Source: an optimization exercise on an open RTL-to-GDS flow (aim: small area, a short achievable clock period and few clock cycles per item). Production flows keep margins and buffers that such runs may drop. No functional check of the RTL was part of any run shown here.

[flow/design.v]
package cordic_pkg;
    localparam int XY_W = 16;
    localparam int ANGLE_W = 32;
    localparam int MAX_ITER = 32;  
    localparam logic signed [31:0] ANG_PI = 32'sh8000_0000;
    localparam logic signed [31:0] ANG_PI_2 = 32'sh4000_0000;
    localparam logic signed [15:0] KINV_Q15 = 16'sd19898;  
    localparam int KINV_SHIFT = 15;
    localparam real PI = 3.14159265358979323846;
    function automatic logic signed [MAX_ITER-1:0] atan_lut(input int unsigned idx);
        case (idx)
          0: atan_lut = 32'sh2000_0000;
          1: atan_lut = 32'sh12E4_051D;
          2: atan_lut = 32'sh09FB_385B;
          3: atan_lut = 32'sh0511_11D4;
          4: atan_lut = 32'sh028B_0D43;
          5: atan_lut = 32'sh0145_77E1;
          6: atan_lut = 32'sh00A2_EC1E;
          7: atan_lut = 32'sh0051_F155;
          8: atan_lut = 32'sh0028_F953;
          9: atan_lut = 32'sh0014_7E6E;
          10: atan_lut = 32'sh000A_7CC8;
          11: atan_lut = 32'sh0005_3E64;
          12: atan_lut = 32'sh0002_9F32;
          13: atan_lut = 32'sh0001_4F99;
          14: atan_lut = 32'sh0000_A7CC;
          15: atan_lut = 32'sh0000_53E6;
          default: atan_lut = 32'sd0;
        endcase
    endfunction
endpackage
module cordic_preproc0 (
    input  logic signed [15:0] x_in,
    input  logic signed [15:0] y_in,
    input  logic [1:0]         q,
    output logic signed [17:0] x0,
    output logic signed [17:0] y0
);
    logic signed [17:0] xe, ye;
    assign xe = 18'(x_in);
    assign ye = 18'(y_in);
    assign x0 = (q == 2'b01) ? -ye : (q == 2'b10) ? ye : xe;
    assign y0 = (q == 2'b01) ? xe : (q == 2'b10) ? -xe : ye;
endmodule
module cordic_preproc (
    input  logic signed [15:0] x_in,
    input  logic signed [15:0] y_in,
    input  logic [1:0]         q,
    output logic signed [17:0] x1,
    output logic signed [17:0] y1
);
    logic signed [17:0] xe, ye, nxe;
    logic swap;                  
    assign xe = 18'(x_in);
    assign ye = 18'(y_in);
    assign nxe = -xe;
    assign swap = q[1] ^ q[0];
    logic [17:0] ax, bx, ay, by;
    logic cx, cy;
    assign ax = swap ? nxe : xe;
    assign bx = q[1] ? ye : ~ye;
    assign cx = ~q[1];
    assign ay = q[1] ? nxe : xe;
    assign by = swap ? ~ye : ye;
    assign cy = swap;
    logic [18:0] sx, sy;
    assign sx = {ax, 1'b1} + {bx, cx};
    assign sy = {ay, 1'b1} + {by, cy};
    assign x1 = sx[18:1];
    assign y1 = sy[18:1];
endmodule
module cordic_rotator (
    input  logic        clk,
    input  logic        rst_n,
    input  logic        ir,
    input  logic        ce,
    input  logic        in_valid,
    input  logic [15:0] x_start,
    input  logic [15:0] y_start,
    input  logic [31:0] angle,
    output logic        pv,
    output logic [31:0] res
);
    logic [16:0] v;
    always_ff @(posedge clk or negedge rst_n) begin
        if (!rst_n) v[0] <= 1'b0;
        else if (ir) v[0] <= in_valid;
    end
    always_ff @(posedge clk or negedge rst_n) begin
        if (!rst_n) v[16:1] <= '0;
        else if (ce) v[16:1] <= v[15:0];
    end
    assign pv = v[16];
    logic signed [17:0] x_1, y_1;
    cordic_preproc u_pre (.x_in(x_start), .y_in(y_start), .q(angle[31:30]), .x1(x_1), .y1(y_1));
    logic [29:0] z_1;
    assign z_1 = {~angle[29], angle[28:0]};
    logic d_0, d_1;
    assign d_0 = angle[31];
    assign d_1 = ~angle[29];
    logic signed [17:0] x_1_r;
    always_ff @(posedge clk) if (ir) x_1_r <= x_1;
    logic signed [17:0] y_1_r;
    always_ff @(posedge clk) if (ir) y_1_r <= y_1;
    logic [29:0] z_1_r;
    always_ff @(posedge clk) if (ir) z_1_r <= z_1;
    logic d_1_s0;
    assign d_1_s0 = z_1_r[29];
    logic signed [17:0] x_2, y_2;
    logic signed [17:0] x_1_r_sh, y_1_r_sh;
    assign x_1_r_sh = x_1_r >>> 1;
    assign y_1_r_sh = y_1_r >>> 1;
    logic [18:0] x_2_w, y_2_w;
    assign x_2_w = {x_1_r, 1'b1} + {(d_1_s0 ? y_1_r_sh : ~y_1_r_sh), ~d_1_s0};
    assign y_2_w = {y_1_r, 1'b1} + {(d_1_s0 ? ~x_1_r_sh : x_1_r_sh), d_1_s0};
    assign x_2 = x_2_w[18:1];
    assign y_2 = y_2_w[18:1];
    logic [29:0] z_2;
    assign z_2 = z_1_r[29:0] + (d_1_s0 ? 30'h12E4051D : 30'h2D1BFAE3);
    logic d_2;
    assign d_2 = z_2[29];
    logic signed [17:0] x_2_r;
    always_ff @(posedge clk) if (ce) x_2_r <= x_2;
    logic signed [17:0] y_2_r;
    always_ff @(posedge clk) if (ce) y_2_r <= y_2;
    logic [29:0] z_2_r;
    always_ff @(posedge clk) if (ce) z_2_r <= z_2;
    logic d_2_s1;
    assign d_2_s1 = z_2_r[29];
    logic signed [17:0] x_3, y_3;
    logic signed [17:0] x_2_r_sh, y_2_r_sh;
    assign x_2_r_sh = x_2_r >>> 2;
    assign y_2_r_sh = y_2_r >>> 2;
    logic [18:0] x_3_w, y_3_w;
    assign x_3_w = {x_2_r, 1'b1} + {(d_2_s1 ? y_2_r_sh : ~y_2_r_sh), ~d_2_s1};
    assign y_3_w = {y_2_r, 1'b1} + {(d_2_s1 ? ~x_2_r_sh : x_2_r_sh), d_2_s1};
    assign x_3 = x_3_w[18:1];
    assign y_3 = y_3_w[18:1];
    logic [28:0] z_3;
    assign z_3 = z_2_r[28:0] + (d_2_s1 ? 29'h9FB385B : 29'h1604C7A5);
    logic d_3;
    assign d_3 = z_3[28];
    logic signed [17:0] x_3_r;
    always_ff @(posedge clk) if (ce) x_3_r <= x_3;
    logic signed [17:0] y_3_r;
    always_ff @(posedge clk) if (ce) y_3_r <= y_3;
    logic [28:0] z_3_r;
    always_ff @(posedge clk) if (ce) z_3_r <= z_3;
    logic d_3_s2;
    assign d_3_s2 = z_3_r[28];
    logic signed [17:0] x_4, y_4;
    logic signed [17:0] x_3_r_sh, y_3_r_sh;
    assign x_3_r_sh = x_3_r >>> 3;
    assign y_3_r_sh = y_3_r >>> 3;
    logic [18:0] x_4_w, y_4_w;
    assign x_4_w = {x_3_r, 1'b1} + {(d_3_s2 ? y_3_r_sh : ~y_3_r_sh), ~d_3_s2};
    assign y_4_w = {y_3_r, 1'b1} + {(d_3_s2 ? ~x_3_r_sh : x_3_r_sh), d_3_s2};
    assign x_4 = x_4_w[18:1];
    assign y_4 = y_4_w[18:1];
    logic [27:0] z_4;
    assign z_4 = z_3_r[27:0] + (d_3_s2 ? 28'h51111D4 : 28'hAEEEE2C);
    logic d_4;
    assign d_4 = z_4[27];
    logic signed [17:0] x_4_r;
    always_ff @(posedge clk) if (ce) x_4_r <= x_4;
    logic signed [17:0] y_4_r;
    always_ff @(posedge clk) if (ce) y_4_r <= y_4;
    logic [27:0] z_4_r;
    always_ff @(posedge clk) if (ce) z_4_r <= z_4;
    logic d_4_s3;
    assign d_4_s3 = z_4_r[27];
    logic signed [17:0] x_5, y_5;
    logic signed [17:0] x_4_r_sh, y_4_r_sh;
    assign x_4_r_sh = x_4_r >>> 4;
    assign y_4_r_sh = y_4_r >>> 4;
    logic [18:0] x_5_w, y_5_w;
    assign x_5_w = {x_4_r, 1'b1} + {(d_4_s3 ? y_4_r_sh : ~y_4_r_sh), ~d_4_s3};
    assign y_5_w = {y_4_r, 1'b1} + {(d_4_s3 ? ~x_4_r_sh : x_4_r_sh), d_4_s3};
    assign x_5 = x_5_w[18:1];
    assign y_5 = y_5_w[18:1];
    logic [26:0] z_5;
    assign z_5 = z_4_r[26:0] + (d_4_s3 ? 27'h28B0D43 : 27'h574F2BD);
    logic d_5;
    assign d_5 = z_5[26];
    logic signed [17:0] x_5_r;
    always_ff @(posedge clk) if (ce) x_5_r <= x_5;
    logic signed [17:0] y_5_r;
    always_ff @(posedge clk) if (ce) y_5_r <= y_5;
    logic [26:0] z_5_r;
    always_ff @(posedge clk) if (ce) z_5_r <= z_5;
    logic d_5_s4;
    assign d_5_s4 = z_5_r[26];
    logic signed [17:0] x_6, y_6;
    logic signed [17:0] x_5_r_sh, y_5_r_sh;
    assign x_5_r_sh = x_5_r >>> 5;
    assign y_5_r_sh = y_5_r >>> 5;
    logic [18:0] x_6_w, y_6_w;
    assign x_6_w = {x_5_r, 1'b1} + {(d_5_s4 ? y_5_r_sh : ~y_5_r_sh), ~d_5_s4};
    assign y_6_w = {y_5_r, 1'b1} + {(d_5_s4 ? ~x_5_r_sh : x_5_r_sh), d_5_s4};
    assign x_6 = x_6_w[18:1];
    assign y_6 = y_6_w[18:1];
    logic [25:0] z_6;
    assign z_6 = z_5_r[25:0] + (d_5_s4 ? 26'h14577E1 : 26'h2BA881F);
    logic d_6;
    assign d_6 = z_6[25];
    logic signed [17:0] x_6_r;
    always_ff @(posedge clk) if (ce) x_6_r <= x_6;
    logic signed [17:0] y_6_r;
    always_ff @(posedge clk) if (ce) y_6_r <= y_6;
    logic [25:0] z_6_r;
    always_ff @(posedge clk) if (ce) z_6_r <= z_6;
    logic d_6_s5;
    assign d_6_s5 = z_6_r[25];
    logic signed [17:0] x_7, y_7;
    logic signed [17:0] x_6_r_sh, y_6_r_sh;
    assign x_6_r_sh = x_6_r >>> 6;
    assign y_6_r_sh = y_6_r >>> 6;
    logic [18:0] x_7_w, y_7_w;
    assign x_7_w = {x_6_r, 1'b1} + {(d_6_s5 ? y_6_r_sh : ~y_6_r_sh), ~d_6_s5};
    assign y_7_w = {y_6_r, 1'b1} + {(d_6_s5 ? ~x_6_r_sh : x_6_r_sh), d_6_s5};
    assign x_7 = x_7_w[18:1];
    assign y_7 = y_7_w[18:1];
    logic [24:0] z_7;
    assign z_7 = z_6_r[24:0] + (d_6_s5 ? 25'hA2EC1E : 25'h15D13E2);
    logic d_7;
    assign d_7 = z_7[24];
    logic signed [17:0] x_7_r;
    always_ff @(posedge clk) if (ce) x_7_r <= x_7;
    logic signed [17:0] y_7_r;
    always_ff @(posedge clk) if (ce) y_7_r <= y_7;
    logic [24:0] z_7_r;
    always_ff @(posedge clk) if (ce) z_7_r <= z_7;
    logic d_7_s6;
    assign d_7_s6 = z_7_r[24];
    logic signed [17:0] x_8, y_8;
    logic signed [17:0] x_7_r_sh, y_7_r_sh;
    assign x_7_r_sh = x_7_r >>> 7;
    assign y_7_r_sh = y_7_r >>> 7;
    logic [18:0] x_8_w, y_8_w;
    assign x_8_w = {x_7_r, 1'b1} + {(d_7_s6 ? y_7_r_sh : ~y_7_r_sh), ~d_7_s6};
    assign y_8_w = {y_7_r, 1'b1} + {(d_7_s6 ? ~x_7_r_sh : x_7_r_sh), d_7_s6};
    assign x_8 = x_8_w[18:1];
    assign y_8 = y_8_w[18:1];
    logic [23:0] z_8;
    assign z_8 = z_7_r[23:0] + (d_7_s6 ? 24'h51F155 : 24'hAE0EAB);
    logic d_8;
    assign d_8 = z_8[23];
    logic signed [17:0] x_8_r;
    always_ff @(posedge clk) if (ce) x_8_r <= x_8;
    logic signed [17:0] y_8_r;
    always_ff @(posedge clk) if (ce) y_8_r <= y_8;
    logic [23:0] z_8_r;
    always_ff @(posedge clk) if (ce) z_8_r <= z_8;
    logic d_8_s7;
    assign d_8_s7 = z_8_r[23];
    logic signed [17:0] x_9, y_9;
    logic signed [17:0] x_8_r_sh, y_8_r_sh;
    assign x_8_r_sh = x_8_r >>> 8;
    assign y_8_r_sh = y_8_r >>> 8;
    logic [18:0] x_9_w, y_9_w;
    assign x_9_w = {x_8_r, 1'b1} + {(d_8_s7 ? y_8_r_sh : ~y_8_r_sh), ~d_8_s7};
    assign y_9_w = {y_8_r, 1'b1} + {(d_8_s7 ? ~x_8_r_sh : x_8_r_sh), d_8_s7};
    assign x_9 = x_9_w[18:1];
    assign y_9 = y_9_w[18:1];
    logic [22:0] z_9;
    assign z_9 = z_8_r[22:0] + (d_8_s7 ? 23'h28F953 : 23'h5706AD);
    logic d_9;
    assign d_9 = z_9[22];
    logic signed [17:0] x_9_r;
    always_ff @(posedge clk) if (ce) x_9_r <= x_9;
    logic signed [17:0] y_9_r;
    always_ff @(posedge clk) if (ce) y_9_r <= y_9;
    logic [22:0] z_9_r;
    always_ff @(posedge clk) if (ce) z_9_r <= z_9;
    logic d_9_s8;
    assign d_9_s8 = z_9_r[22];
    logic signed [17:0] x_10, y_10;
    logic signed [17:0] x_9_r_sh, y_9_r_sh;
    assign x_9_r_sh = x_9_r >>> 9;
    assign y_9_r_sh = y_9_r >>> 9;
    logic [18:0] x_10_w, y_10_w;
    assign x_10_w = {x_9_r, 1'b1} + {(d_9_s8 ? y_9_r_sh : ~y_9_r_sh), ~d_9_s8};
    assign y_10_w = {y_9_r, 1'b1} + {(d_9_s8 ? ~x_9_r_sh : x_9_r_sh), d_9_s8};
    assign x_10 = x_10_w[18:1];
    assign y_10 = y_10_w[18:1];
    logic [21:0] z_10;
    assign z_10 = z_9_r[21:0] + (d_9_s8 ? 22'h147E6E : 22'h2B8192);
    logic d_10;
    assign d_10 = z_10[21];
    logic signed [17:0] x_10_r;
    always_ff @(posedge clk) if (ce) x_10_r <= x_10;
    logic signed [17:0] y_10_r;
    always_ff @(posedge clk) if (ce) y_10_r <= y_10;
    logic [21:0] z_10_r;
    always_ff @(posedge clk) if (ce) z_10_r <= z_10;
    logic d_10_s9;
    assign d_10_s9 = z_10_r[21];
    logic signed [17:0] x_11, y_11;
    logic signed [17:0] x_10_r_sh, y_10_r_sh;
    assign x_10_r_sh = x_10_r >>> 10;
    assign y_10_r_sh = y_10_r >>> 10;
    logic [18:0] x_11_w, y_11_w;
    assign x_11_w = {x_10_r, 1'b1} + {(d_10_s9 ? y_10_r_sh : ~y_10_r_sh), ~d_10_s9};
    assign y_11_w = {y_10_r, 1'b1} + {(d_10_s9 ? ~x_10_r_sh : x_10_r_sh), d_10_s9};
    assign x_11 = x_11_w[18:1];
    assign y_11 = y_11_w[18:1];
    logic [20:0] z_11;
    assign z_11 = z_10_r[20:0] + (d_10_s9 ? 21'hA7CC8 : 21'h158338);
    logic d_11;
    assign d_11 = z_11[20];
    logic signed [17:0] x_11_r;
    always_ff @(posedge clk) if (ce) x_11_r <= x_11;
    logic signed [17:0] y_11_r;
    always_ff @(posedge clk) if (ce) y_11_r <= y_11;
    logic [20:0] z_11_r;
    always_ff @(posedge clk) if (ce) z_11_r <= z_11;
    logic d_11_s10;
    assign d_11_s10 = z_11_r[20];
    logic signed [17:0] x_12, y_12;
    logic signed [17:0] x_11_r_sh, y_11_r_sh;
    assign x_11_r_sh = x_11_r >>> 11;
    assign y_11_r_sh = y_11_r >>> 11;
    logic [18:0] x_12_w, y_12_w;
    assign x_12_w = {x_11_r, 1'b1} + {(d_11_s10 ? y_11_r_sh : ~y_11_r_sh), ~d_11_s10};
    assign y_12_w = {y_11_r, 1'b1} + {(d_11_s10 ? ~x_11_r_sh : x_11_r_sh), d_11_s10};
    assign x_12 = x_12_w[18:1];
    assign y_12 = y_12_w[18:1];
    logic [19:0] z_12;
    assign z_12 = z_11_r[19:0] + (d_11_s10 ? 20'h53E64 : 20'hAC19C);
    logic d_12;
    assign d_12 = z_12[19];
    logic signed [17:0] x_12_r;
    always_ff @(posedge clk) if (ce) x_12_r <= x_12;
    logic signed [17:0] y_12_r;
    always_ff @(posedge clk) if (ce) y_12_r <= y_12;
    logic [19:0] z_12_r;
    always_ff @(posedge clk) if (ce) z_12_r <= z_12;
    logic d_12_s11;
    assign d_12_s11 = z_12_r[19];
    logic signed [17:0] x_13, y_13;
    logic signed [17:0] x_12_r_sh, y_12_r_sh;
    assign x_12_r_sh = x_12_r >>> 12;
    assign y_12_r_sh = y_12_r >>> 12;
    logic [18:0] x_13_w, y_13_w;
    assign x_13_w = {x_12_r, 1'b1} + {(d_12_s11 ? y_12_r_sh : ~y_12_r_sh), ~d_12_s11};
    assign y_13_w = {y_12_r, 1'b1} + {(d_12_s11 ? ~x_12_r_sh : x_12_r_sh), d_12_s11};
    assign x_13 = x_13_w[18:1];
    assign y_13 = y_13_w[18:1];
    logic [18:0] z_13;
    assign z_13 = z_12_r[18:0] + (d_12_s11 ? 19'h29F32 : 19'h560CE);
    logic d_13;
    assign d_13 = z_13[18];
    logic signed [17:0] x_13_r;
    always_ff @(posedge clk) if (ce) x_13_r <= x_13;
    logic signed [17:0] y_13_r;
    always_ff @(posedge clk) if (ce) y_13_r <= y_13;
    logic [18:0] z_13_r;
    always_ff @(posedge clk) if (ce) z_13_r <= z_13;
    logic d_13_s12;
    assign d_13_s12 = z_13_r[18];
    logic signed [17:0] x_14, y_14;
    logic signed [17:0] x_13_r_sh, y_13_r_sh;
    assign x_13_r_sh = x_13_r >>> 13;
    assign y_13_r_sh = y_13_r >>> 13;
    logic [18:0] x_14_w, y_14_w;
    assign x_14_w = {x_13_r, 1'b1} + {(d_13_s12 ? y_13_r_sh : ~y_13_r_sh), ~d_13_s12};
    assign y_14_w = {y_13_r, 1'b1} + {(d_13_s12 ? ~x_13_r_sh : x_13_r_sh), d_13_s12};
    assign x_14 = x_14_w[18:1];
    assign y_14 = y_14_w[18:1];
    logic [17:0] z_14;
    assign z_14 = z_13_r[17:0] + (d_13_s12 ? 18'h14F99 : 18'h2B067);
    logic d_14;
    assign d_14 = z_14[17];
    logic signed [17:0] x_14_r;
    always_ff @(posedge clk) if (ce) x_14_r <= x_14;
    logic signed [17:0] y_14_r;
    always_ff @(posedge clk) if (ce) y_14_r <= y_14;
    logic [17:0] z_14_r;
    always_ff @(posedge clk) if (ce) z_14_r <= z_14;
    logic d_14_s13;
    assign d_14_s13 = z_14_r[17];
    logic signed [17:0] x_15, y_15;
    logic signed [17:0] x_14_r_sh, y_14_r_sh;
    assign x_14_r_sh = x_14_r >>> 14;
    assign y_14_r_sh = y_14_r >>> 14;
    logic [18:0] x_15_w, y_15_w;
    assign x_15_w = {x_14_r, 1'b1} + {(d_14_s13 ? y_14_r_sh : ~y_14_r_sh), ~d_14_s13};
    assign y_15_w = {y_14_r, 1'b1} + {(d_14_s13 ? ~x_14_r_sh : x_14_r_sh), d_14_s13};
    assign x_15 = x_15_w[18:1];
    assign y_15 = y_15_w[18:1];
    logic [16:0] z_15;
    assign z_15 = z_14_r[16:0] + (d_14_s13 ? 17'hA7CC : 17'h15834);
    logic d_15;
    assign d_15 = z_15[16];
    logic [0:0] d_15_r;
    always_ff @(posedge clk) if (ce) d_15_r <= d_15;
    logic signed [17:0] x_15_r;
    always_ff @(posedge clk) if (ce) x_15_r <= x_15;
    logic signed [17:0] y_15_r;
    always_ff @(posedge clk) if (ce) y_15_r <= y_15;
    logic signed [17:0] x_16, y_16;
    logic signed [17:0] x_15_r_sh, y_15_r_sh;
    assign x_15_r_sh = x_15_r >>> 15;
    assign y_15_r_sh = y_15_r >>> 15;
    logic [18:0] x_16_w, y_16_w;
    assign x_16_w = {x_15_r, 1'b1} + {(d_15_r ? y_15_r_sh : ~y_15_r_sh), ~d_15_r};
    assign y_16_w = {y_15_r, 1'b1} + {(d_15_r ? ~x_15_r_sh : x_15_r_sh), d_15_r};
    assign x_16 = x_16_w[18:1];
    assign y_16 = y_16_w[18:1];
    logic signed [17:0] x_16_r;
    always_ff @(posedge clk) if (ce) x_16_r <= x_16;
    logic signed [17:0] y_16_r;
    always_ff @(posedge clk) if (ce) y_16_r <= y_16;
    logic [30:0] c_e;
    assign c_e = 31'(x_16_r);
    logic [30:0] c_t [0:5];
    assign c_t[0] = c_e << 14;
    assign c_t[1] = c_e << 12;
    assign c_t[2] = (~c_e) << 9;
    assign c_t[3] = (~c_e) << 6;
    assign c_t[4] = (~c_e) << 3;
    assign c_t[5] = c_e << 1;
    logic [17:0] c_lo;
    assign c_lo = 18'(c_t[0][14:0]) + 18'(c_t[1][14:0]) + 18'(c_t[2][14:0]) + 18'(c_t[3][14:0]) + 18'(c_t[4][14:0]) + 18'(c_t[5][14:0]) + 18'd584;
    logic [15:0] c_ha, c_hb;
    assign c_ha = c_t[0][30:15] + c_t[1][30:15] + c_t[2][30:15];
    assign c_hb = c_t[3][30:15] + c_t[4][30:15] + c_t[5][30:15];
    logic [2:0] c_cr;
    logic [15:0] c_har, c_hbr;
    always_ff @(posedge clk) if (ce) begin c_cr <= c_lo[17:15]; c_har <= c_ha; c_hbr <= c_hb; end
    logic [15:0] c_o;
    assign c_o = c_har + c_hbr + 16'(c_cr);
    logic [30:0] s_e;
    assign s_e = 31'(y_16_r);
    logic [30:0] s_t [0:5];
    assign s_t[0] = s_e << 14;
    assign s_t[1] = s_e << 12;
    assign s_t[2] = (~s_e) << 9;
    assign s_t[3] = (~s_e) << 6;
    assign s_t[4] = (~s_e) << 3;
    assign s_t[5] = s_e << 1;
    logic [17:0] s_lo;
    assign s_lo = 18'(s_t[0][14:0]) + 18'(s_t[1][14:0]) + 18'(s_t[2][14:0]) + 18'(s_t[3][14:0]) + 18'(s_t[4][14:0]) + 18'(s_t[5][14:0]) + 18'd584;
    logic [15:0] s_ha, s_hb;
    assign s_ha = s_t[0][30:15] + s_t[1][30:15] + s_t[2][30:15];
    assign s_hb = s_t[3][30:15] + s_t[4][30:15] + s_t[5][30:15];
    logic [2:0] s_cr;
    logic [15:0] s_har, s_hbr;
    always_ff @(posedge clk) if (ce) begin s_cr <= s_lo[17:15]; s_har <= s_ha; s_hbr <= s_hb; end
    logic [15:0] s_o;
    assign s_o = s_har + s_hbr + 16'(s_cr);
    assign res = {c_o, s_o};
endmodule
module cordic_rot_top (
    input logic clk,
    input logic rst_n,
    input logic in_valid,
    output logic in_ready,
    input logic signed [15:0] x_start,
    input logic signed [15:0] y_start,
    input logic signed [31:0] angle,
    output logic out_valid,
    input logic out_ready,
    output logic signed [15:0] cosine,
    output logic signed [15:0] sine
);
    logic ir, ce;
    logic pv;
    logic [31:0] pres;
    cordic_rotator u_rot (
        .clk(clk), .rst_n(rst_n), .ir(ir), .ce(ce), .in_valid(in_valid),
        .x_start(x_start), .y_start(y_start), .angle(angle),
        .pv(pv), .res(pres)
    );
    logic [31:0] main_q, skid_q;
    logic ov, sv;
    logic push, pop, sv_n;
    assign push = ce & pv;
    assign pop = ov & out_ready;
    assign sv_n = sv ? ~pop : (push & ov & ~pop);
    always_ff @(posedge clk) begin
        if (push) skid_q <= pres;
        if (~ov | out_ready) main_q <= sv ? skid_q : pres;
    end
    always_ff @(posedge clk or negedge rst_n) begin
        if (!rst_n) begin
            ov <= 1'b0;
            sv <= 1'b0;
            ir <= 1'b1;
            ce <= 1'b0;
        end else begin
            if (~ov | out_ready) ov <= sv | push;
            sv <= sv_n;
            ir <= ~sv_n;
            ce <= ~sv_n;
        end
    end
    assign in_ready = ir;
    assign out_valid = ov;
    assign cosine = main_q[31:16];
    assign sine = main_q[15:0];
endmodule
[flow/run.sh]
#!/bin/bash
# synth_recipe.tcl (not shown) runs the flow's synth.tcl, then flattens the netlist and writes it again
# the make line also repeats each setting of config.mk as NAME=value (left out here)
make -C /OpenROAD-flow-scripts/flow DESIGN_CONFIG=/design/flow/config.mk WORK_HOME=/design/flow/orfs CLKGATE_MAP_FILE= SYNTH_SCRIPT=/design/flow/synth_recipe.tcl finish
[flow/config.mk]
export PLATFORM = sky130hd
export DESIGN_NAME = cordic_rot_top
export DESIGN_NICKNAME = cordic_rot_top
export VERILOG_FILES = /design/flow/design.v
export SDC_FILE = /design/flow/constraint.sdc
export NUM_CORES = 4
export LEC_CHECK = 0
export ABC_CLOCK_PERIOD_IN_PS = 3000
export CAP_MARGIN = 20
export CORE_MARGIN = 2
export CORE_UTILIZATION = 40
export SETUP_SLACK_MARGIN = 5
export SLEW_MARGIN = 20
[flow/constraint.sdc]
create_clock -name core_clock -period 8.5 [get_ports {clk}]
set_input_delay 1.7000 -clock core_clock [delete_from_list [all_inputs] [get_ports {clk}]]
set_output_delay 1.7000 -clock core_clock [all_outputs]
set_load 0.01 [all_outputs]
==> results.json, run 1 <==
{
  "status": "finished clean",
  "numCtsBuffers": 132,
  "nNetsFinal": 8984,
  "place_hpwl_um": 127000,
  "syn_avg_cell_area_sq_um": 10.7,
  "crit_cells": 16,
  "initial_core_util_pct": 40.3,
  "clkLatencyLatePin_ns": 0.77,
  "async_flop_share_pct": 1.96,
  "dieArea_sq_um": 203000,
  "clockRootBuffer": "clkbuf_16",
  "dr.pass1.iters": 7,
  "tns_ns": 0,
  "required_ns": 9.00,
  "clk_path_buf_depth": 3,
  "synth_nets": 8574,
  "path_cells": "buf_8, or3_4, or3_4, or3_4, or3_4, buf_4, nand2_4, xnor2_2, ha_1, and2_4, a311oi_2, o21ai_2, and4_4, a2111oi_4, o2bb2ai_2, xnor2_1",
  "clock-sinks": 1069,
  "antenna_found_initial": 1,
  "ios": 102,
  "postLayoutSetupSlackWorst_ns": 3.95,
  "maxCapViolCount": 0,
  "maxSlewViolCount": 0,
  "grt_pass1_vias": 56100,
  "netlist_instances": 7414,
  "grt_first_pass_wirelength_um": 277000,
  "io_buffers": 101,
  "place_congestion": 0.853,
  "finalSetupViolCount": 0,
  "drc": 0,
  "clk_pin_slew_worst_paths_ns": 0.06,
  "vias_per_cell": 5.30,
  "vias": 56000,
  "fin_area_sq_um": 92100,
  "hold_depth": 0,
  "grt_usage_pct": 16.4,
  "critPathSlowestCell": "or3_4",
  "path_class": "primary input to flip-flop",
  "slowest_delay_ns": 0.38,
  "worst_path_most_repeated_cell": "or3_4",
  "postRouteAntennaNets": 0,
  "r2r_cells": 20,
  "min_to": "u_rot.z_4_r[1]$_DFFE_PP_",
  "cts_tree": "done",
  "yosys_warnings": 4,
  "yosysSeqAreaShare_pct": 40.2,
  "synth_area_sq_um": 79700,
  "h-tree-depth": 4,
  "placed_area_sq_um": 84300,
  "pre_cts_ws_ns": 2.39,
  "worstMarginPinSlew_ns": 1.21,
  "synth_edf_count": 1048,
  "r2r_setup_slack_ns": 4.95,
  "synth.distinct_cells": 82,
  "worst-path-max-fanout": 3,
  "path_buf_inv": 2,
  "synth_flop_cell": "edfxtp_1",
  "hold_path_class": "flip-flop to flip-flop",
  "grt_max_degree": 186,
  "fmax_mhz": 220,
  "wl_um": 173000,
  "std_cell_rows": 163,
  "die_y_um": 450,
  "startpoint_type": "primary input",
  "rsz0062_at_grt": "true",
  "finalHoldViolations": 0,
  "min_from": "u_rot.z_3_r[1]$_DFFE_PP_",
  "skew_ns": 0.0275,
  "fp.dieW_um": 450,
  "drt_iter0_markers": 2476,
  "slew_headroom_pct": 19.5,
  "core_sq_um": 198000,
  "rr_endpoint": "u_rot.s_har[5]$_DFFE_PP_",
  "finalCritPeriodShare_pct": 53.5,
  "area_delta_synth_final_pct": 15.6,
  "ys_seq_elements": 1069,
  "overflow": 0,
  "wire_per_inst_um": 16.4,
  "r2r-start": "u_rot.y_16_r[5]$_DFFE_PP_",
  "min_period_ns": 4.55,
  "critPathArrivalTime_ns": 5.04,
  "drive_gt1_share_pct": 10.7,
  "cpLargestDelayFamily": "simple AND/OR/NAND/NOR gates",
  "worst_setup_path_end_kind": "flip-flop"
}
-- worst max-delay path by stage --
stage | startpoint | endpoint | slack, ns
3_3_place_gp | x_start[0] | u_rot.y_1_r[17]$_DFFE_PP_ | 2.38
3_5_place_dp | x_start[0] | u_rot.y_1_r[17]$_DFFE_PP_ | 2.39
6_report | x_start[2] | u_rot.x_1_r[16]$_DFFE_PP_ | 3.95
2_1_floorplan | ce$_DFF_PN0_ | ce$_DFF_PN0_ | 0.94
5_1_grt | x_start[2] | u_rot.x_1_r[16]$_DFFE_PP_ | 3.90
4_1_cts | x_start[2] | u_rot.x_1_r[16]$_DFFE_PP_ | 3.85
-- flip-flops by register name, indices dropped and copies added, names as in the netlist, 19 cells and up --
signal / count
main_q: 32
skid_q: 32
u_rot.z_10_r: 22
u_rot.z_11_r: 21
u_rot.z_12_r: 20
u_rot.z_13_r: 19
u_rot.z_1_r: 30
u_rot.z_2_r: 30
u_rot.z_3_r: 29
u_rot.z_4_r: 28
u_rot.z_5_r: 27
u_rot.z_6_r: 26
u_rot.z_7_r: 25
u_rot.z_8_r: 24
u_rot.z_9_r: 23
-- kinds of logic (layout without fill, tap and decap cells) --
family / Yosys count / in the layout / share of synthesized area [%]
flip-flops: 1069 / 1069 / 40.2
adder cells (fa/ha/maj): 1092 / 1092 / 18.1
XOR/XNOR: 1239 / 1240 / 13.6
AO/OA/AOI/OAI: 1950 / 1950 / 15.7
multiplexers: 58 / 58 / 0.794
AND/OR/NAND/NOR: 1537 / 1537 / 9.43
other: 0 / 2 / 0
buffers and inverters: 469 / 984 / 2.23
-- layout make-up --
cell class,count,area (sq um)
multi-input combinational,5877,47500
timing repair buffer,352,3480
clock inverter,82,800
fill,17900,106000
sequential,1069,32000
antenna,2,5.00
tap,2640,3300
timing repair inverter,1,5.00
inverter,391,1540
clock buffer,158,3420
-- cell usage after synthesis, types with 30 or more instances --
master    count  area [sq um]
and3_1       67           419
a31oi_1      65           407
o31ai_1      51           383
xor2_1      394          3450
mux2_2       42           473
fa_1        100          2000
inv_1       391          1470
o21bai_1    103           773
a31o_2       32           280
edfxtp_1   1048         31500
a21o_1      292          2190
nand4_1      50           313
o21ai_0     328          1640
or2_2        34           213
o21a_1       98           736
nor3_1      147           736
and2_1       39           244
xnor2_1     845          7400
nor2b_1     107           669
nand2_1     321          1200
nand3_1     110           551
a211oi_1     48           360
nand2b_1     99           619
nor2_1      433          1630
ha_1        992         12400
o211ai_1     30           225
or3_1        77           482
clkbuf_1     48           180
a21oi_1     644          3220
-- placed cells by master (no fill, tap or decap), types with 21 or more instances in the layout --
master,Yosys,final
clkinv_1,0,34
buf_4,0,203
clkinvlp_4,0,21
o21ai_0,328,277
xnor2_1,845,836
buf_12,0,21
a211oi_1,48,35
clkbuf_1,48,25
and2_1,39,36
a211o_1,23,23
o31ai_1,51,42
a31oi_1,65,58
o21a_1,98,97
or2_2,34,34
a21o_1,292,292
o21bai_1,103,102
o21ai_2,0,28
and3_1,67,66
clkbuf_16,0,140
nor3_1,147,140
a21oi_1,644,597
nor2_1,433,427
a31o_2,32,32
nor2b_1,107,102
nand3_1,110,108
or3_1,77,71
edfxtp_1,1048,1048
inv_1,391,355
nand2b_1,99,99
mux2_2,42,42
nand2_1,321,315
o21ai_1,9,29
ha_1,992,968
xor2_1,394,387
a21oi_2,1,44
o211ai_1,30,30
fa_1,100,90
clkdlybuf4s50_1,0,89
nand4_1,50,50
-- routing by layer --
layer	up-vias	GRT usage (%)	part of all wire, %
met5	-	0	0
met4	0	6.33	4.0
met3	341	2.10	2.7
met2	798	30.4	51
met1	26600	19.0	42
li1	28300	-	-
-- timing repair --
action / in CTS / in global routing
resized for setup: 208 / 245
setup endpoints to repair: 230 / 164
pin swaps: 59 / 121
buffers inserted: 112 / 85
hold buffers: 0 / 0
cloned: 4 / 8
-- through the flow --
step	utilization (%)	hold slack, ns	instances
finish	46.6	0.428	10600
global route	46.6	0.435	10600
CTS	45.7	0.433	10500
detailed placement	42.7	0.416	10100
global placement	42.7	0.406	10100
floorplan	-	0.400	7414
==> inputs of run 2 (changes only) <==
--- a/flow/design.v
+++ b/flow/design.v
@@ -81,16 +81,16 @@
     output logic        pv,
     output logic [31:0] res
 );
-    logic [16:0] v;
+    logic [15:0] v;
     always_ff @(posedge clk or negedge rst_n) begin
         if (!rst_n) v[0] <= 1'b0;
         else if (ir) v[0] <= in_valid;
     end
     always_ff @(posedge clk or negedge rst_n) begin
-        if (!rst_n) v[16:1] <= '0;
-        else if (ce) v[16:1] <= v[15:0];
+        if (!rst_n) v[15:1] <= '0;
+        else if (ce) v[15:1] <= v[14:0];
     end
-    assign pv = v[16];
+    assign pv = v[15];
     logic signed [17:0] x_1, y_1;
     cordic_preproc u_pre (.x_in(x_start), .y_in(y_start), .q(angle[31:30]), .x1(x_1), .y1(y_1));
     logic [29:0] z_1;
@@ -420,16 +420,10 @@
     assign c_t[3] = (~c_e) << 6;
     assign c_t[4] = (~c_e) << 3;
     assign c_t[5] = c_e << 1;
-    logic [17:0] c_lo;
-    assign c_lo = 18'(c_t[0][14:0]) + 18'(c_t[1][14:0]) + 18'(c_t[2][14:0]) + 18'(c_t[3][14:0]) + 18'(c_t[4][14:0]) + 18'(c_t[5][14:0]) + 18'd584;
-    logic [15:0] c_ha, c_hb;
-    assign c_ha = c_t[0][30:15] + c_t[1][30:15] + c_t[2][30:15];
-    assign c_hb = c_t[3][30:15] + c_t[4][30:15] + c_t[5][30:15];
-    logic [2:0] c_cr;
-    logic [15:0] c_har, c_hbr;
-    always_ff @(posedge clk) if (ce) begin c_cr <= c_lo[17:15]; c_har <= c_ha; c_hbr <= c_hb; end
+    logic [30:0] c_p;
+    assign c_p = c_t[0] + c_t[1] + c_t[2] + c_t[3] + c_t[4] + c_t[5] + 31'd584;
     logic [15:0] c_o;
-    assign c_o = c_har + c_hbr + 16'(c_cr);
+    assign c_o = c_p[30:15];
     logic [30:0] s_e;
     assign s_e = 31'(y_16_r);
     logic [30:0] s_t [0:5];
@@ -439,16 +433,10 @@
     assign s_t[3] = (~s_e) << 6;
     assign s_t[4] = (~s_e) << 3;
     assign s_t[5] = s_e << 1;
-    logic [17:0] s_lo;
-    assign s_lo = 18'(s_t[0][14:0]) + 18'(s_t[1][14:0]) + 18'(s_t[2][14:0]) + 18'(s_t[3][14:0]) + 18'(s_t[4][14:0]) + 18'(s_t[5][14:0]) + 18'd584;
-    logic [15:0] s_ha, s_hb;
-    assign s_ha = s_t[0][30:15] + s_t[1][30:15] + s_t[2][30:15];
-    assign s_hb = s_t[3][30:15] + s_t[4][30:15] + s_t[5][30:15];
-    logic [2:0] s_cr;
-    logic [15:0] s_har, s_hbr;
-    always_ff @(posedge clk) if (ce) begin s_cr <= s_lo[17:15]; s_har <= s_ha; s_hbr <= s_hb; end
+    logic [30:0] s_p;
+    assign s_p = s_t[0] + s_t[1] + s_t[2] + s_t[3] + s_t[4] + s_t[5] + 31'd584;
     logic [15:0] s_o;
-    assign s_o = s_har + s_hbr + 16'(s_cr);
+    assign s_o = s_p[30:15];
     assign res = {c_o, s_o};
 endmodule
 module cordic_rot_top (
==> results.json, run 2 <==
{
  "status": "finished clean",
  "clockRootBuffer": "clkbuf_16",
  "synth_edf_count": 980,
  "synth_top_family_by_area": "adder cells",
  "clk_pin_slew_worst_paths_ns": 0.06,
  "nNetsFinal": 8950,
  "io_buffers": 101,
  "vias": 55700,
  "synth_common_cells": "edfxtp_1 (980), ha_1 (936), xnor2_1 (779), a21oi_1 (586), nor2_1 (478)",
  "fin_area_sq_um": 91100,
  "placed_area_sq_um": 82200,
  "numCtsBuffers": 120,
  "synth_most_common_cell": "edfxtp_1",
  "maxSlewViolCount": 0,
  "final_common_cell": "edfxtp_1",
  "dr.pass1.iters": 5,
  "synth_flop_cell": "edfxtp_1",
  "skew_ns": 0.0450,
  "mostFrequentLayoutCells": "edfxtp_1 (980), ha_1 (896), xnor2_1 (756)",
  "finalSetupViolCount": 0,
  "grt_pass1_vias": 55300,
  "overflow": 0,
  "min_period_ns": 4.48,
  "r2r_setup_slack_ns": 4.02,
  "fill_cells": 17400,
  "wire_per_inst_um": 16.6,
  "tns_ns": 0,
  "grt_usage_pct": 16.9,
  "place_hpwl_um": 126000,
  "die_y_um": 445,
  "std_cell_rows": 161,
  "pre_cts_ws_ns": 2.82,
  "finalCritPeriodShare_pct": 52.7,
  "slowest_delay_ns": 0.53,
  "grt_first_pass_wirelength_um": 276000,
  "min_to": "u_rot.z_4_r[0]$_DFFE_PP_",
  "synth_compound_area_share_pct": 16.1,
  "async_flop_share_pct": 2.00,
  "muxShareOfSynthArea_pct": 0.889,
  "yosysSeqAreaShare_pct": 38.5,
  "antenna_cells": 0,
  "critPathSlowestCell": "fa_1",
  "drt_iter0_markers": 2381,
  "r2r-start": "u_rot.x_16_r[13]$_DFFE_PP_",
  "finalHoldViolations": 0,
  "slew_headroom_pct": 26.0,
  "grt_max_degree": 171,
  "h-tree-depth": 3,
  "required_ns": 9.01,
  "worst_setup_path_end_kind": "flip-flop",
  "drc": 0,
  "area_delta_synth_final_pct": 17.0,
  "clk_path_buf_depth": 3,
  "ys_seq_elements": 1000,
  "synth.top_cells.by_area": "edfxtp_1 (38%), ha_1 (15%), xnor2_1 (8.8%), xor2_1 (4.2%), a21oi_1 (3.8%)",
  "synth_top_cell_by_area": "edfxtp_1",
  "postLayoutSetupSlackWorst_ns": 4.02,
  "worst_path_most_repeated_cell": "fa_1",
  "startpoint_type": "flip-flop",
  "place_congestion": 0.866,
  "syn_avg_cell_area_sq_um": 10.5,
  "path_class": "flip-flop to flip-flop",
  "cts_tree": "done",
  "hold_path_class": "flip-flop to flip-flop",
  "synth_simple_gate_area_share_pct": 10.6,
  "postRouteAntennaNets": 0,
  "drive_gt1_share_pct": 12.0,
  "whs_ns": 0.411,
  "initial_core_util_pct": 40.3,
  "clkLatencyLatePin_ns": 0.76,
  "rsz0062_at_grt": "true",
  "postCtsHoldBufs": 0,
  "wl_um": 174000,
  "largest_registers": "main_q x32, skid_q x32",
  "antenna_found_initial": 3,
  "fp.dieW_um": 445,
  "synth_xor_area_share_pct": 13.0,
  "critPathArrivalTime_ns": 4.99,
  "netlist_instances": 7383,
  "maxCapViolCount": 0,
  "synth_nets": 8527,
  "worstMarginPinSlew_ns": 1.11,
  "min_from": "u_rot.z_3_r[0]$_DFFE_PP_",
  "synth.distinct_cells": 88,
  "synthAdderAreaFrac_pct": 18.6,
  "yosys.area.top_type_share_pct": 37.8,
  "fmax_mhz": 223,
  "path_cells": "clkinvlp_4, fa_1, inv_2, fa_1, inv_1, fa_1, inv_2, ha_4, and3_4, o2111ai_4, o21ai_4, a21oi_4, o31ai_4, o211ai_1, nand3b_1, xor2_1, mux2_4",
  "worst-path-max-fanout": 4,
  "rr_endpoint": "main_q[31]$_DFFE_PP_",
  "ios": 102,
  "hold_depth": 0,
  "vias_per_cell": 5.34,
  "core_sq_um": 193000,
  "yosys_warnings": 4,
  "r2r_cells": 17,
  "clock-sinks": 1000,
  "dieArea_sq_um": 198000,
  "synth_area_sq_um": 77800
}
-- run 2: cell types whose count changed in the layout (fill, tap and decap cells not counted), sizes merged, moves of 29 or more --
cell,delta
nand3,+54
nor2,+44
buf,+35
fa,+40
o211ai,+29
or3,-39
edfxtp,-68
xnor2,-66
ha,-56
a21oi,-59
a21o,-49
-- run 2: timing repair --
item	4_1_cts	5_1_grt
endpoints found under the setup margin	355	241
gates cloned	9	5
resized for setup	362	245
pin swaps	115	86
buffers inserted	149	90
-- run 2: how the worst max path moves through the flow --
stage / startpoint / endpoint / slack, ns / depth (start not counted)
6_report: u_rot.x_16_r[13]$_DFFE_PP_ / main_q[31]$_DFFE_PP_ / 4.02 / 17
5_1_grt: u_rot.x_16_r[13]$_DFFE_PP_ / main_q[31]$_DFFE_PP_ / 3.84 / 17
4_1_cts: u_rot.x_16_r[8]$_DFFE_PP_ / main_q[31]$_DFFE_PP_ / 4.09 / 15
3_5_place_dp: angle[30] / u_rot.x_1_r[16]$_DFFE_PP_ / 2.82 / 12
3_3_place_gp: angle[30] / u_rot.x_1_r[16]$_DFFE_PP_ / 2.76 / 12
2_1_floorplan: ce$_DFF_PN0_ / ce$_DFF_PN0_ / 1.42 / 5
-- run 2: cell type report --
cell class / instances / area (sq um) / area share [%]
clock inverters: 76 / 853 / 0.937
clock buffers: 147 / 3260 / 3.58
well taps: 2526 / 3160 / 3.47
flip-flops and latches: 1000 / 29900 / 32.9
inverters: 387 / 1570 / 1.72
multi-input cells: 5909 / 48500 / 53.2
repair buffers: 388 / 3840 / 4.22
-- run 2: layer usage --
metal	vias to the layer above	global-route usage, %	part of all wire (%)
li1	28200	-	-
met1	26400	20.3	43
met2	838	30.6	50
met3	343	2.15	3.2
met4	0	6.44	3.9
met5	-	0	0
-- run 2: worst max-delay path: cells and delay by family, from the launching register on --
kind                       cells  cell delay, ns
xor gates and xnor gates       1            0.09
AOI/OAI and AO/OA              5            1.03
adders and majority gates      4            1.81
muxes                          1            0.27
buffers and inverters          4            0.30
and+or+nand+nor                2            0.34
DFF                            1            0.40
-- run 2: stage by stage --
| stage | utilization, % | std cells |
|---|---|---|
| 6_report | 47.2 | 10400 |
| 5_1_grt | 47.2 | 10400 |
| 4_1_cts | 46.2 | 10300 |
| 3_5_place_dp | 42.6 | 9957 |
| 3_3_place_gp | 42.6 | 9957 |
| 2_1_floorplan | - | 7383 |
-- run 2: cell families after synthesis --
kind of cell / count (synthesis)
flip-flops: 1000
multiplexers: 63
buffers and inverters: 474
adder cells (fa/ha/maj): 1076
XOR/XNOR: 1152
AO/OA/AOI/OAI: 1931
AND/OR/NAND/NOR: 1687
==> inputs of run 3 (changes only) <==
--- a/flow/design.v
+++ b/flow/design.v
@@ -81,38 +81,62 @@
     output logic        pv,
     output logic [31:0] res
 );
-    logic [15:0] v;
+    logic [16:0] v;
     always_ff @(posedge clk or negedge rst_n) begin
         if (!rst_n) v[0] <= 1'b0;
         else if (ir) v[0] <= in_valid;
     end
     always_ff @(posedge clk or negedge rst_n) begin
-        if (!rst_n) v[15:1] <= '0;
-        else if (ce) v[15:1] <= v[14:0];
+        if (!rst_n) v[16:1] <= '0;
+        else if (ce) v[16:1] <= v[15:0];
     end
-    assign pv = v[15];
-    logic signed [17:0] x_1, y_1;
-    cordic_preproc u_pre (.x_in(x_start), .y_in(y_start), .q(angle[31:30]), .x1(x_1), .y1(y_1));
+    assign pv = v[16];
     logic [29:0] z_1;
     assign z_1 = {~angle[29], angle[28:0]};
     logic d_0, d_1;
     assign d_0 = angle[31];
     assign d_1 = ~angle[29];
-    logic signed [17:0] x_1_r;
-    always_ff @(posedge clk) if (ir) x_1_r <= x_1;
-    logic signed [17:0] y_1_r;
-    always_ff @(posedge clk) if (ir) y_1_r <= y_1;
+    logic ns_in, nt_in;
+    assign ns_in = angle[31] ^ angle[30];
+    assign nt_in = angle[31];
+    logic signed [17:0] s_in, t_in;
+    logic [17:0] sx_e, sy_e, s_a, s_b;
+    assign sx_e = 18'($signed(x_start));
+    assign sy_e = 18'($signed(y_start));
+    assign s_a = sx_e + sy_e;
+    assign s_b = ~(sx_e ^ sy_e) + {sx_e[16:0] | sy_e[16:0], 1'b0};
+    assign s_in = ns_in ? s_b : s_a;
+    logic [17:0] t_w;
+    assign t_w = {17'($signed(x_start)), 1'b1} + {~(17'($signed(y_start))), ~nt_in};
+    assign t_in = 18'($signed(t_w[17:1]));
+    logic [1:0] q_in;
+    assign q_in = angle[31:30];
+    logic [1:0] q_in_r;
+    always_ff @(posedge clk) if (ir) q_in_r <= q_in;
+    logic signed [17:0] s_in_r;
+    always_ff @(posedge clk) if (ir) s_in_r <= s_in;
+    logic signed [17:0] t_in_r;
+    always_ff @(posedge clk) if (ir) t_in_r <= t_in;
     logic [29:0] z_1_r;
     always_ff @(posedge clk) if (ir) z_1_r <= z_1;
     logic d_1_s0;
     assign d_1_s0 = z_1_r[29];
+    logic signed [17:0] x_1, y_1;
+    always_comb begin
+        case (q_in_r)
+            2'b00: begin x_1 = t_in_r; y_1 = s_in_r; end
+            2'b11: begin x_1 = s_in_r; y_1 = ~t_in_r; end
+            2'b01: begin x_1 = ~s_in_r; y_1 = t_in_r; end
+            default: begin x_1 = ~t_in_r; y_1 = ~s_in_r; end
+        endcase
+    end
     logic signed [17:0] x_2, y_2;
-    logic signed [17:0] x_1_r_sh, y_1_r_sh;
-    assign x_1_r_sh = x_1_r >>> 1;
-    assign y_1_r_sh = y_1_r >>> 1;
+    logic signed [17:0] x_1_sh, y_1_sh;
+    assign x_1_sh = x_1 >>> 1;
+    assign y_1_sh = y_1 >>> 1;
     logic [18:0] x_2_w, y_2_w;
-    assign x_2_w = {x_1_r, 1'b1} + {(d_1_s0 ? y_1_r_sh : ~y_1_r_sh), ~d_1_s0};
-    assign y_2_w = {y_1_r, 1'b1} + {(d_1_s0 ? ~x_1_r_sh : x_1_r_sh), d_1_s0};
+    assign x_2_w = {x_1, 1'b1} + {(d_1_s0 ? y_1_sh : ~y_1_sh), ~d_1_s0};
+    assign y_2_w = {y_1, 1'b1} + {(d_1_s0 ? ~x_1_sh : x_1_sh), d_1_s0};
     assign x_2 = x_2_w[18:1];
     assign y_2 = y_2_w[18:1];
     logic [29:0] z_2;
@@ -420,10 +444,17 @@
     assign c_t[3] = (~c_e) << 6;
     assign c_t[4] = (~c_e) << 3;
     assign c_t[5] = c_e << 1;
-    logic [30:0] c_p;
-    assign c_p = c_t[0] + c_t[1] + c_t[2] + c_t[3] + c_t[4] + c_t[5] + 31'd584;
+    logic [17:0] c_lo;
+    assign c_lo = 18'(c_t[0][14:0]) + 18'(c_t[1][14:0]) + 18'(c_t[2][14:0]) + 18'(c_t[3][14:0]) + 18'(c_t[4][14:0]) + 18'(c_t[5][14:0]) + 18'd584;
+    logic [15:0] c_ha;
+    assign c_ha = c_t[0][30:15] + c_t[1][30:15] + c_t[2][30:15];
+    logic [15:0] c_hb;
+    assign c_hb = c_t[3][30:15] + c_t[4][30:15] + c_t[5][30:15];
+    logic [2:0] c_cr;
+    logic [15:0] c_har, c_hbr;
+    always_ff @(posedge clk) if (ce) begin c_cr <= c_lo[17:15]; c_har <= c_ha; c_hbr <= c_hb; end
     logic [15:0] c_o;
-    assign c_o = c_p[30:15];
+    assign c_o = c_har + c_hbr + 16'(c_cr);
     logic [30:0] s_e;
     assign s_e = 31'(y_16_r);
     logic [30:0] s_t [0:5];
@@ -433,10 +464,17 @@
     assign s_t[3] = (~s_e) << 6;
     assign s_t[4] = (~s_e) << 3;
     assign s_t[5] = s_e << 1;
-    logic [30:0] s_p;
-    assign s_p = s_t[0] + s_t[1] + s_t[2] + s_t[3] + s_t[4] + s_t[5] + 31'd584;
+    logic [17:0] s_lo;
+    assign s_lo = 18'(s_t[0][14:0]) + 18'(s_t[1][14:0]) + 18'(s_t[2][14:0]) + 18'(s_t[3][14:0]) + 18'(s_t[4][14:0]) + 18'(s_t[5][14:0]) + 18'd584;
+    logic [15:0] s_ha;
+    assign s_ha = s_t[0][30:15] + s_t[1][30:15] + s_t[2][30:15];
+    logic [15:0] s_hb;
+    assign s_hb = s_t[3][30:15] + s_t[4][30:15] + s_t[5][30:15];
+    logic [2:0] s_cr;
+    logic [15:0] s_har, s_hbr;
+    always_ff @(posedge clk) if (ce) begin s_cr <= s_lo[17:15]; s_har <= s_ha; s_hbr <= s_hb; end
     logic [15:0] s_o;
-    assign s_o = s_p[30:15];
+    assign s_o = s_har + s_hbr + 16'(s_cr);
     assign res = {c_o, s_o};
 endmodule
 module cordic_rot_top (
--- a/flow/config.mk
+++ b/flow/config.mk
@@ -9,5 +9,7 @@
 export CAP_MARGIN = 20
 export CORE_MARGIN = 2
 export CORE_UTILIZATION = 40
+export CTS_CLUSTER_DIAMETER = 100
+export CTS_CLUSTER_SIZE = 24
 export SETUP_SLACK_MARGIN = 5
 export SLEW_MARGIN = 20
==> results.json, run 3 <==
{
  "final_common_cell": "edfxtp_1",
  "pre_cts_ws_ns": 3.46,
  "synth_edf_count": 1050,
  "grtUsageMet2_pct": 29.4,
  "dieArea_sq_um": 207000,
  "maxSlewViolCount": 0,
  "drive_gt1_share_pct": 9.12,
  "place_congestion": 0.857,
  "placed_area_sq_um": 85800,
  "status": "finished clean",
  "met1_usage_pct": 19.2,
  "async_flop_share_pct": 1.96,
  "tns_ns": 0,
  "min_period_ns": 3.56,
  "fp.dieW_um": 455,
  "drt_iter0_markers": 2634,
  "std_cell_rows": 165,
  "maxCapViolCount": 0,
  "critPathArrivalTime_ns": 4.07,
  "place_hpwl_um": 127000,
  "synth.distinct_cells": 92,
  "drc": 0,
  "ys_seq_elements": 1071,
  "yosysSeqAreaShare_pct": 39.5,
  "grt_max_degree": 191,
  "fmax_mhz": 281,
  "largest_registers": "main_q x32, skid_q x32",
  "yosys.area.top_type_share_pct": 38.8,
  "area_delta_synth_final_pct": 12.0,
  "syn_avg_cell_area_sq_um": 10.7,
  "vias": 55900,
  "fin_area_sq_um": 90900,
  "overflow": 0,
  "h-tree-depth": 2,
  "clock-sinks": 1071,
  "die_y_um": 455,
  "worst_setup_path_end_kind": "flip-flop",
  "worst-path-max-fanout": 2,
  "startpoint_type": "flip-flop",
  "synth.top_cells.by_area": "edfxtp_1 (39%), ha_1 (16%), xnor2_1 (8.3%), xor2_1 (4.3%), a21oi_1 (3.7%)",
  "hold_path_class": "flip-flop to flip-flop",
  "path_cells": "buf_4, buf_6, fa_2, fa_1, inv_2, fa_1, ha_1, a21o_1, a21o_1, a21oi_1, o2111a_2, o21bai_4, xor2_1",
  "skew_ns": 0.0401,
  "ios": 102,
  "grt_pass1_vias": 55200,
  "vias_per_cell": 5.26,
  "cts_tree": "done",
  "slew_headroom_pct": 27.3,
  "wire_per_inst_um": 16.0,
  "required_ns": 9.00,
  "clkLatencyLatePin_ns": 0.74,
  "netlist_instances": 7620,
  "synth_most_common_cell": "edfxtp_1",
  "yosys_warnings": 4,
  "finalCritPeriodShare_pct": 41.9,
  "grt_usage_pct": 15.8,
  "postCtsHoldBufs": 0,
  "synth_common_cells": "edfxtp_1 (1,050), ha_1 (1,020), xnor2_1 (772), a21oi_1 (593), inv_1 (565)",
  "clockRootBuffer": "clkbuf_16",
  "clk_pin_slew_worst_paths_ns": 0.10,
  "antenna_found_initial": 1,
  "instances_no_fill": 10600,
  "met3_usage_pct": 1.68,
  "gr-max-usage-layer": "met2",
  "finalHoldViolations": 0,
  "grt_first_pass_wirelength_um": 273000,
  "mostFrequentLayoutCells": "edfxtp_1 (1,050), ha_1 (978), xnor2_1 (764)",
  "slowest_delay_ns": 0.50,
  "dr.pass1.iters": 5,
  "clk_path_buf_depth": 3,
  "path_class": "flip-flop to flip-flop",
  "critPathSlowestCell": "fa_1",
  "io_buffers": 101,
  "cpLargestDelayFamily": "adder cells",
  "path_buf_inv": 3,
  "postLayoutSetupSlackWorst_ns": 4.94,
  "synth_nets": 8811,
  "dpl.cell_count": 10300,
  "rsz0062_at_grt": "true",
  "wl_um": 170000,
  "initial_core_util_pct": 40.2,
  "core_sq_um": 202000,
  "postRouteAntennaNets": 0,
  "nNetsFinal": 9099,
  "numCtsBuffers": 59,
  "worstMarginPinSlew_ns": 1.09,
  "finalSetupViolCount": 0,
  "synth_top_cell_by_area": "edfxtp_1",
  "synth_area_sq_um": 81200,
  "synth_flop_cell": "edfxtp_1"
}
==> run 3: cell families (layout without fill, tap and decap cells) <==
logic type	Yosys count	after routing	synth area share (%)
XOR/XNOR	1168	1168	12.6
other	0	1	0
AO/OA/AOI/OAI	1987	1987	16.1
buffers and inverters	668	1005	3.12
AND/OR/NAND/NOR	1522	1522	9.38
flip-flops	1071	1071	39.5
adder cells (fa/ha/maj)	1123	1123	18.3
multiplexers	81	81	1.08
==> run 3: area by class of cell <==
cell class,count,area (sq um)
flip-flops and latches,1071,32100
clock inverters,34,444
clock buffers,76,1580
fillers,18600,111000
well taps,2672,3340
repair buffers,325,3120
inverters,570,2240
diodes,1,2.50
multi-input cells,5881,48100
==> run 3: path summary, 6_finish.rpt <==
kind | start | to | slack [ns] | depth (start not counted)
worst min register to register | u_rot.z_3_r[0]$_DFFE_PP_ | u_rot.z_4_r[0]$_DFFE_PP_ | 0.42 | 0
worst min-delay path | u_rot.z_3_r[0]$_DFFE_PP_ | u_rot.z_4_r[0]$_DFFE_PP_ | 0.42 | 0
worst max register to register | u_rot.x_16_r[5]$_DFFE_PP_ | u_rot.c_cr[1]$_DFFE_PP_ | 4.94 | 13
max in group asynchronous | rst_n | ce$_DFF_PN0_ | 7.19 | 1
worst max-delay path | u_rot.x_16_r[5]$_DFFE_PP_ | u_rot.c_cr[1]$_DFFE_PP_ | 4.94 | 13
min in group asynchronous | rst_n | u_rot.v[1]$_DFFE_PN0P_ | 0.92 | 1
==> run 3: timing repair <==
item | CTS | global route
pin swaps | 52 | 137
gates cloned | 2 | 8
endpoints found under the setup margin | 220 | 163
gates resized for setup | 205 | 228
setup buffers | 76 | 98
==> run 3: per-stage QoR <==
stage | hold slack, ns | util, %
floorplan | 0.400 | -
global placement | 0.406 | 42.5
detailed placement | 0.405 | 42.5
CTS | 0.425 | 44.2
global route | 0.432 | 45.0
finish | 0.425 | 45.0
==> run 3: routing by layer <==
layer / up-vias / share of wire, %
met2: 696 / 51
met3: 213 / 2.6
met5: - / 0
li1: 28500 / -
met1: 26400 / 44
met4: 0 / 2.7
==> inputs of run 4 (changes only) <==
--- a/flow/config.mk
+++ b/flow/config.mk
@@ -11,5 +11,6 @@
 export CORE_UTILIZATION = 40
 export CTS_CLUSTER_DIAMETER = 100
 export CTS_CLUSTER_SIZE = 24
+export PLACE_DENSITY = 0.8
 export SETUP_SLACK_MARGIN = 5
 export SLEW_MARGIN = 20
==> results.json, run 4 <==
{
  "vias": 57200,
  "worst_path_most_repeated_cell": "a31oi_4",
  "synth.distinct_cells": 92,
  "tns_ns": 0,
  "min_period_ns": 3.63,
  "initial_core_util_pct": 40.2,
  "synth_flop_cell": "edfxtp_1",
  "core_sq_um": 202000,
  "maxSlewViolCount": 0,
  "overflow": 0,
  "required_ns": 8.95,
  "wl_um": 163000,
  "ios": 102,
  "clk_path_buf_depth": 3,
  "vias_per_cell": 5.40,
  "h-tree-depth": 2,
  "worst_setup_path_end_kind": "flip-flop",
  "numCtsBuffers": 52,
  "whs_ns": 0.421,
  "grt_usage_pct": 14.9,
  "largest_registers": "main_q x32, skid_q x32",
  "status": "finished clean",
  "mostFrequentLayoutCells": "edfxtp_1 (1,050), ha_1 (982), xnor2_1 (765)",
  "dieArea_sq_um": 207000,
  "postRouteAntennaNets": 0,
  "synth_nets": 8811,
  "critPathArrivalTime_ns": 4.08,
  "grt_max_degree": 208,
  "r2r_setup_slack_ns": 4.92,
  "fill_cells": 17900,
  "synth_top_cell_by_area": "edfxtp_1",
  "fp.dieW_um": 455,
  "hold_path_class": "flip-flop to flip-flop",
  "final-seq-area_sq_um": 32100,
  "path_class": "primary input to flip-flop",
  "synth_common_cells": "edfxtp_1 (1,050), ha_1 (1,020), xnor2_1 (772), a21oi_1 (593), inv_1 (565)",
  "synth.top_cells.by_area": "edfxtp_1 (39%), ha_1 (16%), xnor2_1 (8.3%), xor2_1 (4.3%), a21oi_1 (3.7%)",
  "yosysSeqAreaShare_pct": 39.5,
  "finalSetupViolCount": 0,
  "place_hpwl_um": 122000,
  "clkLatencyLatePin_ns": 0.71,
  "drive_gt1_share_pct": 8.70,
  "async_flop_share_pct": 1.96,
  "grt_pass1_vias": 57500,
  "yosys.area.top_type_share_pct": 38.8,
  "io_buffers": 101,
  "cts_tree": "done",
  "critPathSlowestCell": "fa_2",
  "utilization_pct": 44.7,
  "startpoint_type": "primary input",
  "slew_headroom_pct": 25.2,
  "yosys_warnings": 4,
  "clk_pin_slew_worst_paths_ns": 0.10,
  "synth_edf_count": 1050,
  "worstMarginPinSlew_ns": 1.12,
  "maxCapViolCount": 0,
  "syn_avg_cell_area_sq_um": 10.7,
  "rsz0062_at_grt": "true",
  "path_cells": "buf_8, clkinvlp_4, ha_4, inv_4, ha_4, fa_2, a21o_1, a31oi_4, o21ai_4, nand2b_4, a31oi_4, a31oi_4, xnor2_2, a221o_1",
  "place_congestion": 0.935,
  "netlist_instances": 7620,
  "multiInputGateArea_sq_um": 48200,
  "clock-sinks": 1071,
  "antenna_cells": 0,
  "skew_ns": 0.0379,
  "std_cell_rows": 165,
  "clockRootBuffer": "clkbuf_16",
  "ys_seq_elements": 1071,
  "drt_iter0_markers": 2911,
  "finalHoldViolations": 0,
  "grt_first_pass_wirelength_um": 262000,
  "drc": 0,
  "antenna_found_initial": 0,
  "wire_per_inst_um": 15.4,
  "nNetsFinal": 9076,
  "final_common_cell": "edfxtp_1",
  "worst-path-max-fanout": 3,
  "dr.pass1.iters": 6,
  "slowest_delay_ns": 0.34,
  "area_delta_synth_final_pct": 11.2,
  "synth_area_sq_um": 81200,
  "synth_most_common_cell": "edfxtp_1",
  "fmax_mhz": 275,
  "postCtsHoldBufs": 0,
  "die_y_um": 455,
  "finalCritPeriodShare_pct": 42.7
}
==> run 4: cell counts after synthesis <==
No cell type changed its count.
==> run 4: metrics by stage <==
| stage | worst slack, ns | area, sq um | instances |
|---|---|---|---|
| floorplan | 0.835 | 81600 | 7620 |
| global placement | 3.45 | 85800 | 10300 |
| detailed placement | 3.39 | 85800 | 10300 |
| CTS | 4.81 | 88700 | 10500 |
| global route | 4.73 | 90300 | 10600 |
| finish | 4.87 | 90300 | 10600 |
==> run 4: area by class of cell <==
class	count	area share (%)
multi-input combinational	5881	53.4
timing repair buffer	309	3.24
inverter	570	2.48
tap	2672	3.70
sequential	1071	35.5
clock inverter	13	0.195
clock buffer	64	1.49
==> run 4: worst max-delay path: cells and delay by family <==
family,cells,cell delay (ns)
compound gates,6,1.18
fa+ha+maj,3,0.80
simple gates,1,0.10
buf+inv,3,0.22
xor+xnor,1,0.10
==> run 4: worst paths after layout <==
check	startpoint	endpoint	cells after the start
min in group asynchronous	rst_n	sv$_DFF_PN0_	1
worst min register to register	u_rot.z_10_r[0]$_DFFE_PP_	u_rot.z_11_r[0]$_DFFE_PP_	0
worst min-delay path	u_rot.z_10_r[0]$_DFFE_PP_	u_rot.z_11_r[0]$_DFFE_PP_	0
worst max-delay path	y_start[1]	u_rot.s_in_r[15]$_DFFE_PP_	14
max in group asynchronous	rst_n	ce$_DFF_PN0_	1
worst max register to register	u_rot.y_16_r[4]$_DFFE_PP_	u_rot.s_cr[2]$_DFFE_PP_	15
==> run 4: cells by family (layout without fill, tap and decap cells) <==
kind of cell	count (synthesis)	count (layout)	share of synthesized area, %
buf+inv	668	956	3.12
simple gates	1522	1522	9.38
fa+ha+maj	1123	1123	18.3
flops	1071	1071	39.5
compound gates	1987	1987	16.1
mux	81	81	1.08
xor+xnor	1168	1168	12.6
==> run 4: metal layers <==
metal | up-vias | global-route usage (%) | routed length (um)
li1 | 28400 | - | -
met1 | 27200 | 15.1 | 61900
met2 | 1087 | 30.2 | 89000
met3 | 426 | 1.40 | 4110
met4 | 0 | 6.57 | 7970
met5 | - | 0 | 0
==> run 4: timing repair <==
action,in CTS,in global routing
buffers inserted,74,84
resized for setup,211,216
gates cloned,1,8
endpoints found under the setup margin,250,162
pin swaps,69,110

==> separate check: timing with driven ports <==
How much do the figures lean on ideal ports? The routed layouts below were timed once more, with nothing changed but the port constraints.
Step 1 sets driving cells, clkbuf_16 on the clock port and buf_2 on the other inputs (assumed; they add their load-dependent delay and slew).
Step 2 moves the port delays by t, midway between the first and last clock arrival at a register: inputs arrive t later, outputs are due t later. That takes back most of the time a late clock gives input paths.
a / b / c = ideal ports / drivers / drivers and shift; a / b = the first two.
run | t, ns | slack for setup (ns) | worst data-port slew with drivers (ns)
run 1 | 0.857 | 3.955 / 4.011 / 3.155 | 0.11
run 2 | 0.819 | 4.022 / 4.022 / 3.486 | 0.07
run 3 | 0.818 | 4.936 / 4.936 / 4.163 | 0.06
run 4 | 0.770 | 4.870 / 4.894 / 4.124 | 0.06
After both steps every run listed still meets setup and hold. For run 1, which loses most, drivers alone change the setup slack by +0.056 ns; drivers and shift together by -0.800 ns.
